Background: an optimization exercise with open tools, aiming at small area. Do not read the settings as production practice. Function was checked by simulation only, so behaviour that the tests miss may differ from the original. The clock port is modelled as an ideal driver, which makes a skipped or thinned clock tree look cheaper than it is; a real chip needs a root buffer or a tree. Power is estimated from default activity; no workload was simulated.

## todoPID
module todoPID(clk,rst,yactual,referencia,ena2,PWMin);
input clk,rst;
input [8:0]yactual,referencia;
output reg ena2;
output reg [17:0]PWMin;
reg [5:0]  L;
reg [8:0]  H;
reg [17:0] J;       
reg [8:0]  yp;      
wire w = ena2;
wire k8  = ~w & L[3] & ~L[2] & ~L[1] & ~L[0];
wire k12 = ~w & L[3] &  L[2] & ~L[1] & ~L[0];
wire k13 = ~w & L[3] &  L[2] & ~L[1] &  L[0];
wire k16 = ~w & L[4] & ~L[1] & ~L[0];
wire k18 = ~w & L[4] &  L[1];
wire last = w & H[8] & H[7] & H[2] & H[1] & L[5] & L[3] & L[0];  
wire [5:0] Ln;
rca #(6) incl(L, 6'd0, 1'b1, Ln);
wire [8:0] Hn;
rca #(9) inch(H, 9'd0, w & (&L), Hn);
wire [8:0] dx;
rca #(9) sub(k8 ? referencia : yp, ~yactual, k8, dx);
wire [8:0] e = dx & {9{k8}};    
wire [8:0] nd = dx;
wire [17:0] ca = {{6{e[8]}},e,3'b0};
wire [17:0] cb = ~{{9{e[8]}},e};
wire [17:0] cs = J ^ ca ^ cb;
wire [17:0] cc = (J & ca) | (cb & (J ^ ca));
wire [17:0] je;
rca #(18) add_j(cs, {cc[16:0],1'b1}, 1'b0, je);
wire [16:0] Jh = J[17:1];
  ...
export LEC_CHECK = 0
export CAP_MARGIN = 20
export CORE_MARGIN = 2
export CORE_UTILIZATION = 70
export GPL_TIMING_DRIVEN = 0
export SLEW_MARGIN = 20
create_clock -name core_clock -period 10.0 [get_ports {clk}]
standard.sh (not shown) runs the stock make flow with config.mk's settings and CLKGATE_MAP_FILE= SYNTH_SCRIPT=/design/flow/synth_recipe.tcl, a recipe that flattens the netlist after the stock synthesis.
==> flow/flow/run.sh <==
#!/bin/bash
# Own layout flow: the standard synthesis; then the full adders are used in
# the polarity that needs fewer inverters (flow/fixpol.py) and the plain logic
# around them is re-mapped with ABC for area (flow/reabc.tcl), twice; then the standard flow's
# standard layout steps, with buf_1 port buffers and a one-level clock tree
# (flow/cts_manual.tcl: the flip-flops split into a few groups by location, one
# clock buffer per group, driven from the clock port).
set -euo pipefail
R=orfs/results/$FLOW_PLATFORM/todoPID/base
export PRE_CTS_TCL="$PWD/flow/cts_manual.tcl"
export MANUAL_CTS_PORT=clk MANUAL_CTS_GROUPS=${MANUAL_CTS_GROUPS:-4} MANUAL_CTS_BUF=${MANUAL_CTS_BUF:-sky130_fd_sc_hd__clkbuf_8}
export BUFFER_PORTS_ARGS="-buffer_cell sky130_fd_sc_hd__buf_1"
bash standard.sh synth > synth.log 2>&1
cp $R/1_2_yosys.v synth_standard.v
YOSYS=yosys
[ -x "$FLOW_HOME/../tools/install/yosys/bin/yosys" ] && YOSYS="$FLOW_HOME/../tools/install/yosys/bin/yosys"
export LIB="$FLOW_HOME/platforms/$FLOW_PLATFORM/lib/sky130_fd_sc_hd__tt_025C_1v80.lib"
export NETLIST="$PWD/$R/1_2_yosys.v"
export DELAY_PS=$(python3 -c "print(int(round(float('$FLOW_PERIOD_NS') * 1000)))")
export DONT_USE="$(make -s -C "$FLOW_HOME" DESIGN_CONFIG="$PWD/config.mk" WORK_HOME="$PWD/orfs" print-DONT_USE_CELLS 2>/dev/null | sed 's/^DONT_USE_CELLS[:=] *//' | tail -1)"
echo "DONT_USE: $DONT_USE" > reabc.log
for pass in 1 2; do
  python3 flow/fixpol.py "$NETLIST" >> fixpol.log 2>&1
  "$YOSYS" -c flow/reabc.tcl >> reabc.log 2>&1
done
cp $R/1_2_yosys.v synth_final.v
rm -f $R/1_synth.odb
bash standard.sh finish > layout.log 2>&1
==> flow/flow/reabc.tcl <==
# Re-map the plain logic of the synthesized netlist with ABC, keeping the
# full/half adders and the flip-flops (and so every register name) as they are.
yosys read_liberty -ignore_miss_func $::env(LIB)
yosys read_verilog $::env(NETLIST)
yosys hierarchy -top $::env(FLOW_TOP)
yosys setattr -mod -set blackbox 1 sky130_fd_sc_hd__fa_* sky130_fd_sc_hd__ha_* sky130_fd_sc_hd__df* sky130_fd_sc_hd__edf* sky130_fd_sc_hd__sdf* sky130_fd_sc_hd__conb_*
yosys flatten
yosys opt -purge
set du {}
foreach c $::env(DONT_USE) { lappend du -dont_use $c }
yosys abc -liberty $::env(LIB) {*}$du -script "+strash;dch,-f;amap;topo"
yosys opt_clean -purge
yosys stat -liberty $::env(LIB)
yosys write_verilog -noattr -nohex -nodec $::env(NETLIST)
Other scripts of this flow, unchanged in this note and not shown: flow/flow/cts_manual.tcl, flow/flow/fixpol.py
Edit:
--- a/flow/flow/reabc.tcl
+++ b/flow/flow/reabc.tcl
@@ -10,3 +10,3 @@
 foreach c $::env(DONT_USE) { lappend du -dont_use $c }
-yosys abc -liberty $::env(LIB) {*}$du -script "+strash;dch,-f;amap;topo"
+yosys abc -liberty $::env(LIB) {*}$du -D $::env(DELAY_PS) -script "+strash;dch,-f;amap;topo;stime,-c;buffer,-c"
 yosys opt_clean -purge
--- a/flow/config.mk
+++ b/flow/config.mk
@@ -7,3 +7,3 @@
 export LEC_CHECK = 0
-export CAP_MARGIN = 20
+export CAP_MARGIN = 0
 export CORE_MARGIN = 2
@@ -11,2 +11,2 @@
 export GPL_TIMING_DRIVEN = 0
-export SLEW_MARGIN = 20
+export SLEW_MARGIN = 0
Worst setup slack is better by 0.12 ns; global-route usage drops by 1.5 points; die area climbs by 2.5%; utilization drops by 2.8 points; total power climbs by 1.6%; first-iteration DRC count drops by 15%; cell area climbs by 1.3%; clock power is about the same; clock skew climbs by 0.0088 ns; hold slack is about the same.
Edit:
--- a/flow/flow/reabc.tcl
+++ b/flow/flow/reabc.tcl
@@ -10,3 +10,3 @@
 foreach c $::env(DONT_USE) { lappend du -dont_use $c }
-yosys abc -liberty $::env(LIB) {*}$du -D $::env(DELAY_PS) -script "+strash;dch,-f;amap;topo;stime,-c;buffer,-c"
+yosys abc -liberty $::env(LIB) {*}$du -script "+strash;dch,-f;amap;topo"
 yosys opt_clean -purge
--- a/flow/config.mk
+++ b/flow/config.mk
@@ -7,6 +7,6 @@
 export LEC_CHECK = 0
-export CAP_MARGIN = 0
+export CAP_MARGIN = 20
 export CORE_MARGIN = 2
-export CORE_UTILIZATION = 70
+export CORE_UTILIZATION = 85
 export GPL_TIMING_DRIVEN = 0
-export SLEW_MARGIN = 0
+export SLEW_MARGIN = 20
With this change the flow stopped in global routing.
Synthesized area goes down by 2.5%.
Synthesized cell count drops by 1.4%.
Edit:
--- a/flow/flow/run.sh
+++ b/flow/flow/run.sh
@@ -3,3 +3,3 @@
 # the polarity that needs fewer inverters (flow/fixpol.py) and the plain logic
-# around them is re-mapped with ABC for area (flow/reabc.tcl), twice; then the standard flow's
+# around them is re-mapped with ABC (flow/reabc.tcl), twice; then the standard flow's
 # standard layout steps, with buf_1 port buffers and a one-level clock tree
--- a/flow/config.mk
+++ b/flow/config.mk
@@ -9,3 +9,3 @@
 export CORE_MARGIN = 2
-export CORE_UTILIZATION = 85
+export CORE_UTILIZATION = 70
 export GPL_TIMING_DRIVEN = 0
Effect: Now the flow ran to the end with no violations; synthesized cell count is unchanged; area after synthesis is unchanged.
In the first, second and fourth runs of this note the design's own scripts or RTL, not TritonCTS, make the clock network.

==> port drivers added, routing unchanged <==
No port has a modelled driver above. Below, the same layouts with a new extraction and two added sets of constraints.
Step 1, drivers: a clkbuf_16 drives clk and a buf_2 each remaining input, both assumed.
Step 2 moves the port delays by t, midway between the first and last clock arrival at a register: inputs arrive t later, outputs are due t later. That takes back most of the time a late clock gives input paths.
Slacks: ideal ports / drivers / drivers and shift; pairs: ideal ports / drivers.
run | shift t [ns] | setup slack, ns | worst setup path after step 2 | worst data-port slew with drivers (ns)
the first run | 0.217 | 0.276 / 0.313 / 0.096 | input to register | 0.04
the second run | 0.218 | 0.401 / 0.441 / 0.223 | input to register | 0.03
the fourth run | 0.217 | 0.276 / 0.313 / 0.096 | input to register | 0.04
After both steps every run listed still meets setup and hold.
